Context: an optimization exercise on an open-source flow, tuned for small area and a short achievable clock period. The choices shown serve that exercise and are no tape-out recipe. Function was checked by simulation only, so behaviour that the tests miss may differ from the original.

run A:
==> flow/design.v <==
`timescale 1ns/1ps
module bk_add #(parameter W = 18) (
    input  wire [W-1:0] a,
    input  wire [W-1:0] b,
    input  wire         ci,
    output wire [W-1:0] s
);
    reg [W-1:0] p, G, P;
    integer l, j;
    always @* begin
        p = a ^ b;
        G = a & b;
        P = p;
        G[0] = G[0] | (p[0] & ci);
        for (l = 1; (1 << l) <= 2 * W; l = l + 1)
            for (j = (1 << l) - 1; j < W; j = j + (1 << l)) begin
                G[j] = G[j] | (P[j] & G[j - (1 << (l - 1))]);
                P[j] = P[j] & P[j - (1 << (l - 1))];
            end
        for (l = 6; l > 0; l = l - 1)
            for (j = (1 << l) + (1 << (l - 1)) - 1; j < W; j = j + (1 << l)) begin
                G[j] = G[j] | (P[j] & G[j - (1 << (l - 1))]);
                P[j] = P[j] & P[j - (1 << (l - 1))];
            end
    end
    assign s = p ^ {G[W-2:0], ci};
endmodule
module cordic_sqrt_pipelined(
    input  wire clk,
    input  wire rst_n,
    input  wire start,
    input  wire signed [17:0] x_in,
    input  wire signed [17:0] y_in,
    output reg  signed [17:0] sqrt_out,
    output reg  done
);
    localparam N = 12;
    localparam LAT = N + 5;    
    reg signed [17:0] xr [0:N];
    reg signed [17:0] yr [0:N-1];
    always @(posedge clk) begin
        xr[0] <= x_in[17] ? -x_in : x_in;
        yr[0] <= y_in[17] ? -y_in : y_in;
    end
    genvar i;
    generate
        for (i = 0; i < N; i = i + 1) begin : st
            wire signed [17:0] x = xr[i];
            wire signed [17:0] y = yr[i];
            wire neg = y[17];
            wire signed [17:0] ys = y >>> i;
            wire signed [17:0] xs = x >>> i;
            wire [17:0] xn, yn;
            bk_add #(18) ax (.a(x), .b(ys ^ {18{neg}}), .ci(neg), .s(xn));
            always @(posedge clk) xr[i+1] <= xn;
            if (i < N - 1) begin : yu
                bk_add #(18) ay (.a(y), .b(xs ^ {18{~neg}}), .ci(~neg), .s(yn));
                always @(posedge clk) yr[i+1] <= yn;
            end
        end
    endgenerate
    wire signed [17:0] raw = xr[N];
    wire [17:0] o1 = raw >>> 1;
    wire [17:0] o2 = raw >>> 3;
    wire [17:0] o3 = ~(raw >>> 6);
    wire [17:0] o4 = ~(raw >>> 9);
    wire [17:0] c1s = o1 ^ o2 ^ o3;
    wire [17:0] c1c = (o1 & o2) | (o1 & o3) | (o2 & o3);
    wire [17:0] r2b = {c1c[16:0], 1'b0};
    wire [17:0] c2s = c1s ^ r2b ^ o4;
    wire [17:0] c2c = (c1s & r2b) | (c1s & o4) | (r2b & o4);
    reg  [17:0] ps_r, pc_r;
    always @(posedge clk) begin
        ps_r <= c2s;
        pc_r <= {c2c[16:0], 1'b1};
    end
    wire [17:0] s_w;
    bk_add #(18) as_ (.a(ps_r), .b(pc_r), .ci(1'b1), .s(s_w));
    reg  [17:0] s_r;
    wire [17:0] m_w;
    bk_add #(18) am (.a(s_r), .b(~{{12{s_r[17]}}, s_r[17:12]}), .ci(1'b1), .s(m_w));
    reg  [17:0] m_r;
    wire [17:0] f_w;
    bk_add #(18) af (.a(m_r), .b(~{{9{m_r[17]}}, m_r[17:9]}), .ci(1'b1), .s(f_w));
    always @(posedge clk) begin
        s_r <= s_w;
        m_r <= m_w;
        sqrt_out <= f_w;
    end
    reg [LAT-2:0] vld;
    always @(posedge clk or negedge rst_n) begin
        if (!rst_n) begin
            vld <= 0;
            done <= 1'b0;
        end else begin
            vld <= {vld[LAT-3:0], start};
            done <= vld[LAT-2];
        end
    end
endmodule
clock: 7.3 ns
lec_check: 0
abc_area: 1
cap_margin: 20
core_margin: 2
core_utilization: 70
cts_cluster_diameter: 100
cts_cluster_size: 24
setup_slack_margin: 4.65
slew_margin: 20
tns_end_percent: 0
standard.sh (not shown) runs the stock make flow with config.mk's settings and CLKGATE_MAP_FILE= SYNTH_SCRIPT=/design/flow/synth_recipe.tcl, a recipe that flattens the netlist after the stock synthesis.
==> flow/flow/run.sh <==
#!/bin/bash
# Standard layout with two changes:
#  - full adders are left to abc as plain gates (sky130 fa cells are added to
#    DONT_USE_CELLS; the platform's own list is repeated, since this replaces it);
#  - port buffers are buf_2 cells rather than the delay cells buffer_ports
#    picks by default.
# Output goes to standard.log.
DU=" sky130_fd_sc_hd__probe_p_8 sky130_fd_sc_hd__probec_p_8 sky130_fd_sc_hd__lpflow_bleeder_1 sky130_fd_sc_hd__lpflow_clkbufkapwr_1 sky130_fd_sc_hd__lpflow_clkbufkapwr_16 sky130_fd_sc_hd__lpflow_clkbufkapwr_2 sky130_fd_sc_hd__lpflow_clkbufkapwr_4 sky130_fd_sc_hd__lpflow_clkbufkapwr_8 sky130_fd_sc_hd__lpflow_clkinvkapwr_1 sky130_fd_sc_hd__lpflow_clkinvkapwr_16 sky130_fd_sc_hd__lpflow_clkinvkapwr_2 sky130_fd_sc_hd__lpflow_clkinvkapwr_4 sky130_fd_sc_hd__lpflow_clkinvkapwr_8 sky130_fd_sc_hd__lpflow_decapkapwr_12 sky130_fd_sc_hd__lpflow_decapkapwr_3 sky130_fd_sc_hd__lpflow_decapkapwr_4 sky130_fd_sc_hd__lpflow_decapkapwr_6 sky130_fd_sc_hd__lpflow_decapkapwr_8 sky130_fd_sc_hd__lpflow_inputiso0n_1 sky130_fd_sc_hd__lpflow_inputiso0p_1 sky130_fd_sc_hd__lpflow_inputiso1n_1 sky130_fd_sc_hd__lpflow_inputiso1p_1 sky130_fd_sc_hd__lpflow_inputisolatch_1 sky130_fd_sc_hd__lpflow_isobufsrc_1 sky130_fd_sc_hd__lpflow_isobufsrc_16 sky130_fd_sc_hd__lpflow_isobufsrc_2 sky130_fd_sc_hd__lpflow_isobufsrc_4 sky130_fd_sc_hd__lpflow_isobufsrc_8 sky130_fd_sc_hd__lpflow_isobufsrckapwr_16 sky130_fd_sc_hd__lpflow_lsbuf_lh_hl_isowell_tap_1 sky130_fd_sc_hd__lpflow_lsbuf_lh_hl_isowell_tap_2 sky130_fd_sc_hd__lpflow_lsbuf_lh_hl_isowell_tap_4 sky130_fd_sc_hd__lpflow_lsbuf_lh_isowell_4 sky130_fd_sc_hd__lpflow_lsbuf_lh_isowell_tap_1 sky130_fd_sc_hd__lpflow_lsbuf_lh_isowell_tap_2 sky130_fd_sc_hd__lpflow_lsbuf_lh_isowell_tap_4 #  sky130_fd_sc_hd__fa_1 sky130_fd_sc_hd__fa_2 sky130_fd_sc_hd__fa_4"
export BUFFER_PORTS_ARGS="-buffer_cell sky130_fd_sc_hd__buf_2"
bash standard.sh "DONT_USE_CELLS=$DU" "BUFFER_PORTS_ARGS=$BUFFER_PORTS_ARGS" finish > standard.log 2>&1
### run A -> run B
Settings: swapping 4.65 for 4.6 in SETUP_SLACK_MARGIN; swapping 70 for 55 in CORE_UTILIZATION; swapping 0 for 10 in TNS_END_PERCENT.
==> flow/run.sh (new file) <==
#!/bin/bash
# synth_recipe.tcl (not shown) runs the flow's synth.tcl, then flattens the netlist and writes it again
# the make line also repeats each setting of config.mk as NAME=value (left out here)
make -C /OpenROAD-flow-scripts/flow DESIGN_CONFIG=/design/flow/config.mk WORK_HOME=/design/flow/orfs CLKGATE_MAP_FILE= SYNTH_SCRIPT=/design/flow/synth_recipe.tcl finish
removed: flow/flow/run.sh
removed: flow/standard.sh
==> comparison <==
The final-layout setup total negative slack of run A and that of run B are within noise of each other.
Run A reports its worst setup path endpoint as yr[4][15]$_DFF_P_ while run B reports sqrt_out[1].
Detailed route wirelength on metal3 in run B is 16% lower than in run A
From run A to run B the numbers moved as follows: clock latency on the worst-skew pair held steady; non-clock buffer contribution to total cell area went up 0.17 points; unique cell type count in the Yosys netlist grew by about 7%.
[run B] total core area rose about 30% relative to run A
Max freq run A -> run B: degraded
#### Input delta (run C over run B)
Settings: CORE_UTILIZATION changed from 55 to 40; TNS_END_PERCENT removed (was 10).
==> flow/flow/run.sh (new file) <==
#!/bin/bash
# Standard layout, except that the port buffers are buf_2 cells rather than
# the delay cells buffer_ports picks by default. Output goes to standard.log.
export BUFFER_PORTS_ARGS="-buffer_cell sky130_fd_sc_hd__buf_2"
bash standard.sh "BUFFER_PORTS_ARGS=$BUFFER_PORTS_ARGS" finish > standard.log 2>&1
==> flow/standard.sh (new file) <==
#!/bin/bash
# synth_recipe.tcl (not shown) runs the flow's synth.tcl, then flattens the netlist and writes it again
# the make line also repeats each setting of config.mk as NAME=value (left out here)
make -C /OpenROAD-flow-scripts/flow DESIGN_CONFIG=/design/flow/config.mk WORK_HOME=/design/flow/orfs CLKGATE_MAP_FILE= SYNTH_SCRIPT=/design/flow/synth_recipe.tcl "${@:-finish}"
removed: flow/run.sh
### Flow results
- Changes observed in run C relative to run B: overall track demand over capacity in global routing dropped 7.2 points.
- Between run B and run C, the smallest hold slack does not differ in any meaningful way.
- Against run B, number of placed instances, taps included in run C rose by a little under 10%.

* * *

v23:
RTL: the design.v shown in full above, as it stands there.
==> flow/config.mk <==
export PLATFORM = sky130hd
export DESIGN_NAME = cordic_sqrt_pipelined
export DESIGN_NICKNAME = cordic_sqrt_pipelined
export VERILOG_FILES = /design/flow/design.v
export SDC_FILE = /design/flow/constraint.sdc
export NUM_CORES = 4
export LEC_CHECK = 0
export ABC_AREA = 1
export CAP_MARGIN = 20
export CORE_MARGIN = 2
export CORE_UTILIZATION = 40
export CTS_BUF_LIST = sky130_fd_sc_hd__clkbuf_8
export SETUP_SLACK_MARGIN = 4.6
export SLEW_MARGIN = 20
==> flow/constraint.sdc <==
create_clock -name core_clock -period 7.3 [get_ports {clk}]
set_input_delay 1.4600 -clock core_clock [delete_from_list [all_inputs] [get_ports {clk}]]
set_output_delay 1.4600 -clock core_clock [all_outputs]
set_load 0.01 [all_outputs]
==> flow/flow/run.sh <==
#!/bin/bash
# Standard layout, except that the port buffers are buf_2 cells rather than
# the delay cells buffer_ports picks by default. Output goes to standard.log.
export BUFFER_PORTS_ARGS="-buffer_cell sky130_fd_sc_hd__buf_2"
bash standard.sh "BUFFER_PORTS_ARGS=$BUFFER_PORTS_ARGS" finish > standard.log 2>&1
For v45, these inputs were changed with respect to v23:
- putting TNS_END_PERCENT at 0 where nothing was set
- putting CTS_CLUSTER_SIZE at 24 where nothing was set
- putting CTS_CLUSTER_DIAMETER at 100 where nothing was set
- swapping 4.6 for 4.5 in SETUP_SLACK_MARGIN
- clearing CTS_BUF_LIST, which used to be sky130_fd_sc_hd__clkbuf_8
- swapping 40 for 60 in CORE_UTILIZATION
--- outcome ---
| accumulated negative setup slack | v23 vs v45 | ≈ equal |
[compare] base=v23 new=v45: global-route wire length before repair went up; number of antenna repair diodes went down; area growth from synthesis to layout went down.
Relative to v23, the overall die width measured on v45 has decreased by more than 10%.
Average wire per standard cell (v45 vs. v23) increases by more than 10%
## Diff of input files: v50 against v45
==> flow/flow/run.sh <==
#!/bin/bash
# Standard layout with two changes:
#  - full adders are left to abc as plain gates (sky130 fa cells are added to
#    DONT_USE_CELLS; the platform's own list is repeated, since this replaces it);
#  - port buffers are buf_2 cells rather than the delay cells buffer_ports
#    picks by default.
# Output goes to standard.log.
DU=" sky130_fd_sc_hd__probe_p_8 sky130_fd_sc_hd__probec_p_8 sky130_fd_sc_hd__lpflow_bleeder_1 sky130_fd_sc_hd__lpflow_clkbufkapwr_1 sky130_fd_sc_hd__lpflow_clkbufkapwr_16 sky130_fd_sc_hd__lpflow_clkbufkapwr_2 sky130_fd_sc_hd__lpflow_clkbufkapwr_4 sky130_fd_sc_hd__lpflow_clkbufkapwr_8 sky130_fd_sc_hd__lpflow_clkinvkapwr_1 sky130_fd_sc_hd__lpflow_clkinvkapwr_16 sky130_fd_sc_hd__lpflow_clkinvkapwr_2 sky130_fd_sc_hd__lpflow_clkinvkapwr_4 sky130_fd_sc_hd__lpflow_clkinvkapwr_8 sky130_fd_sc_hd__lpflow_decapkapwr_12 sky130_fd_sc_hd__lpflow_decapkapwr_3 sky130_fd_sc_hd__lpflow_decapkapwr_4 sky130_fd_sc_hd__lpflow_decapkapwr_6 sky130_fd_sc_hd__lpflow_decapkapwr_8 sky130_fd_sc_hd__lpflow_inputiso0n_1 sky130_fd_sc_hd__lpflow_inputiso0p_1 sky130_fd_sc_hd__lpflow_inputiso1n_1 sky130_fd_sc_hd__lpflow_inputiso1p_1 sky130_fd_sc_hd__lpflow_inputisolatch_1 sky130_fd_sc_hd__lpflow_isobufsrc_1 sky130_fd_sc_hd__lpflow_isobufsrc_16 sky130_fd_sc_hd__lpflow_isobufsrc_2 sky130_fd_sc_hd__lpflow_isobufsrc_4 sky130_fd_sc_hd__lpflow_isobufsrc_8 sky130_fd_sc_hd__lpflow_isobufsrckapwr_16 sky130_fd_sc_hd__lpflow_lsbuf_lh_hl_isowell_tap_1 sky130_fd_sc_hd__lpflow_lsbuf_lh_hl_isowell_tap_2 sky130_fd_sc_hd__lpflow_lsbuf_lh_hl_isowell_tap_4 sky130_fd_sc_hd__lpflow_lsbuf_lh_isowell_4 sky130_fd_sc_hd__lpflow_lsbuf_lh_isowell_tap_1 sky130_fd_sc_hd__lpflow_lsbuf_lh_isowell_tap_2 sky130_fd_sc_hd__lpflow_lsbuf_lh_isowell_tap_4 #  sky130_fd_sc_hd__fa_1 sky130_fd_sc_hd__fa_2 sky130_fd_sc_hd__fa_4"
export BUFFER_PORTS_ARGS="-buffer_cell sky130_fd_sc_hd__buf_2"
bash standard.sh "DONT_USE_CELLS=$DU" "BUFFER_PORTS_ARGS=$BUFFER_PORTS_ARGS" finish > standard.log 2>&1
==> summary.txt <==
- Synthesized cell count in v50 vs v45: up 2.0%
- Worst setup margin in v50 vs v45: up 0.014 ns
- Of the two values seen for start point of the critical path, yr[2][17]$_DFF_P_ was produced by v50 and yr[4][17]$_DFF_P_ by v45.
Here is what was changed in the inputs of v40 compared with v50.
- PLACE_DENSITY: unset -> 0.7
- SETUP_SLACK_MARGIN: 4.5 -> 4.7
[summary]
- Wire: v40 routes more than v50
- v50 → v40: signed area change from the synthesized netlist to the final layout grew by 2.6 points, non-clock buffer count in the final layout grew by 49.
- [compare] base=v50 new=v40: final cell utilization of the core climbed 1.6 points; worst hold slack barely changed.
Inputs modified between v40 and v20:
- changing SETUP_SLACK_MARGIN from 4.7 to 4.3
- removing TNS_END_PERCENT (formerly 0)
- changing CORE_UTILIZATION from 60 to 40
- removing PLACE_DENSITY (formerly 0.7)
- removing CTS_CLUSTER_SIZE (formerly 24)
- removing CTS_CLUSTER_DIAMETER (formerly 100)
==> flow/flow/run.sh <==
#!/bin/bash
# Standard layout, except that the port buffers are buf_2 cells rather than
# the delay cells buffer_ports picks by default. Output goes to standard.log.
export BUFFER_PORTS_ARGS="-buffer_cell sky130_fd_sc_hd__buf_2"
bash standard.sh "BUFFER_PORTS_ARGS=$BUFFER_PORTS_ARGS" finish > standard.log 2>&1
==> summary.txt <==
Compare v20 and v40 | depth of the worst register-to-register path higher: v40. [v20 vs v40] cell area: higher in v20. Compared to v40, v20 has post-route fraction of the period consumed by the critical path 2.7 points higher. Looking at die span in y, v20 sits above v40. v20: final critical path time including I/O delays and setup 0.20 ns above v40. Number of max-slew violations in the final report: v20 vs v40 identical. Compared to v40, v20 has clock skew 0.011 ns higher. Post-synthesis simple-gate area fraction, v20 and v40, higher one = v40. [v20] critical path depth fell 1 relative to v40.
Input-level comparison between v22 and v20:
- SETUP_SLACK_MARGIN changed from 4.3 to 4.65
- CORE_UTILIZATION changed from 40 to 60
- CTS_CLUSTER_DIAMETER newly set to 100
- TNS_END_PERCENT newly set to 0
- CTS_CLUSTER_SIZE newly set to 24
==> flow/flow/run.sh <==
#!/bin/bash
# Standard layout with two changes:
#  - full adders are left to abc as plain gates (sky130 fa cells are added to
#    DONT_USE_CELLS; the platform's own list is repeated, since this replaces it);
#  - port buffers are buf_2 cells rather than the delay cells buffer_ports
#    picks by default.
# Output goes to standard.log.
DU=" sky130_fd_sc_hd__probe_p_8 sky130_fd_sc_hd__probec_p_8 sky130_fd_sc_hd__lpflow_bleeder_1 sky130_fd_sc_hd__lpflow_clkbufkapwr_1 sky130_fd_sc_hd__lpflow_clkbufkapwr_16 sky130_fd_sc_hd__lpflow_clkbufkapwr_2 sky130_fd_sc_hd__lpflow_clkbufkapwr_4 sky130_fd_sc_hd__lpflow_clkbufkapwr_8 sky130_fd_sc_hd__lpflow_clkinvkapwr_1 sky130_fd_sc_hd__lpflow_clkinvkapwr_16 sky130_fd_sc_hd__lpflow_clkinvkapwr_2 sky130_fd_sc_hd__lpflow_clkinvkapwr_4 sky130_fd_sc_hd__lpflow_clkinvkapwr_8 sky130_fd_sc_hd__lpflow_decapkapwr_12 sky130_fd_sc_hd__lpflow_decapkapwr_3 sky130_fd_sc_hd__lpflow_decapkapwr_4 sky130_fd_sc_hd__lpflow_decapkapwr_6 sky130_fd_sc_hd__lpflow_decapkapwr_8 sky130_fd_sc_hd__lpflow_inputiso0n_1 sky130_fd_sc_hd__lpflow_inputiso0p_1 sky130_fd_sc_hd__lpflow_inputiso1n_1 sky130_fd_sc_hd__lpflow_inputiso1p_1 sky130_fd_sc_hd__lpflow_inputisolatch_1 sky130_fd_sc_hd__lpflow_isobufsrc_1 sky130_fd_sc_hd__lpflow_isobufsrc_16 sky130_fd_sc_hd__lpflow_isobufsrc_2 sky130_fd_sc_hd__lpflow_isobufsrc_4 sky130_fd_sc_hd__lpflow_isobufsrc_8 sky130_fd_sc_hd__lpflow_isobufsrckapwr_16 sky130_fd_sc_hd__lpflow_lsbuf_lh_hl_isowell_tap_1 sky130_fd_sc_hd__lpflow_lsbuf_lh_hl_isowell_tap_2 sky130_fd_sc_hd__lpflow_lsbuf_lh_hl_isowell_tap_4 sky130_fd_sc_hd__lpflow_lsbuf_lh_isowell_4 sky130_fd_sc_hd__lpflow_lsbuf_lh_isowell_tap_1 sky130_fd_sc_hd__lpflow_lsbuf_lh_isowell_tap_2 sky130_fd_sc_hd__lpflow_lsbuf_lh_isowell_tap_4 #  sky130_fd_sc_hd__fa_1 sky130_fd_sc_hd__fa_2 sky130_fd_sc_hd__fa_4"
export BUFFER_PORTS_ARGS="-buffer_cell sky130_fd_sc_hd__buf_2"
bash standard.sh "DONT_USE_CELLS=$DU" "BUFFER_PORTS_ARGS=$BUFFER_PORTS_ARGS" finish > standard.log 2>&1
Notes after the runs:
Width of the die ends up higher on v20. Against v20, v22 comes in 1.0 points higher on tightest slew margin relative to the limit. The footprint of the multi-input gates reported for v22 is greater than that of v20 by 340 um2. The lower total of fill cells in the finished design of v22 and v20 is in v22. When v22 is set beside v20, its half-perimeter wire length after detailed placement turns out to be about 7% larger. The final reports for v22 and v20 show buffer and inverter count on the worst path lower in the former. The global-route usage number comes out higher for v22 vs v20. Number of unique standard cell types used by synthesis (v22 / v20): 0.935.

## afterwards: timing with drivers on the ports
How much do the figures lean on ideal ports? The routed layouts below were timed once more, with nothing changed but the port constraints. Step 1 (the two cells are an assumption about what drives the block):
set clk [get_ports {clk}]
set_driving_cell -lib_cell sky130_fd_sc_hd__clkbuf_16 $clk
set_driving_cell -lib_cell sky130_fd_sc_hd__buf_2 [delete_from_list [all_inputs] $clk]
Step 2, shift: input delay + t, output delay - t, t = (earliest + latest rising clock arrival at the registers) / 2. This alone moves slack from input paths to output paths. Three values: ideal ports, drivers, drivers and shift; two values: the first two.
run | t, ns | slack for setup (ns) | worst register clock-pin slew, ns
run A | 0.635 | 4.644 / 4.644 / 4.314 | 0.10 / 0.10
run B | 0.635 | 4.396 / 4.339 / 4.035 | 0.10 / 0.10
run C | 0.662 | 4.630 / 4.630 / 4.391 | 0.10 / 0.10
v23 | 0.758 | 4.630 / 4.582 / 4.386 | 0.07 / 0.07
v45 | 0.637 | 4.579 / 4.579 / 4.359 | 0.10 / 0.10
v50 | 0.629 | 4.594 / 4.594 / 4.366 | 0.10 / 0.10
v40 | 0.634 | 4.700 / 4.700 / 4.359 | 0.10 / 0.10
v20 | 0.667 | 4.503 / 4.503 / 4.381 | 0.06 / 0.06
v22 | 0.639 | 4.697 / 4.697 / 4.384 | 0.10 / 0.10
After both steps every run listed still meets setup and hold. For run B, which loses most, drivers alone change the setup slack by -0.057 ns; drivers and shift together by -0.361 ns.
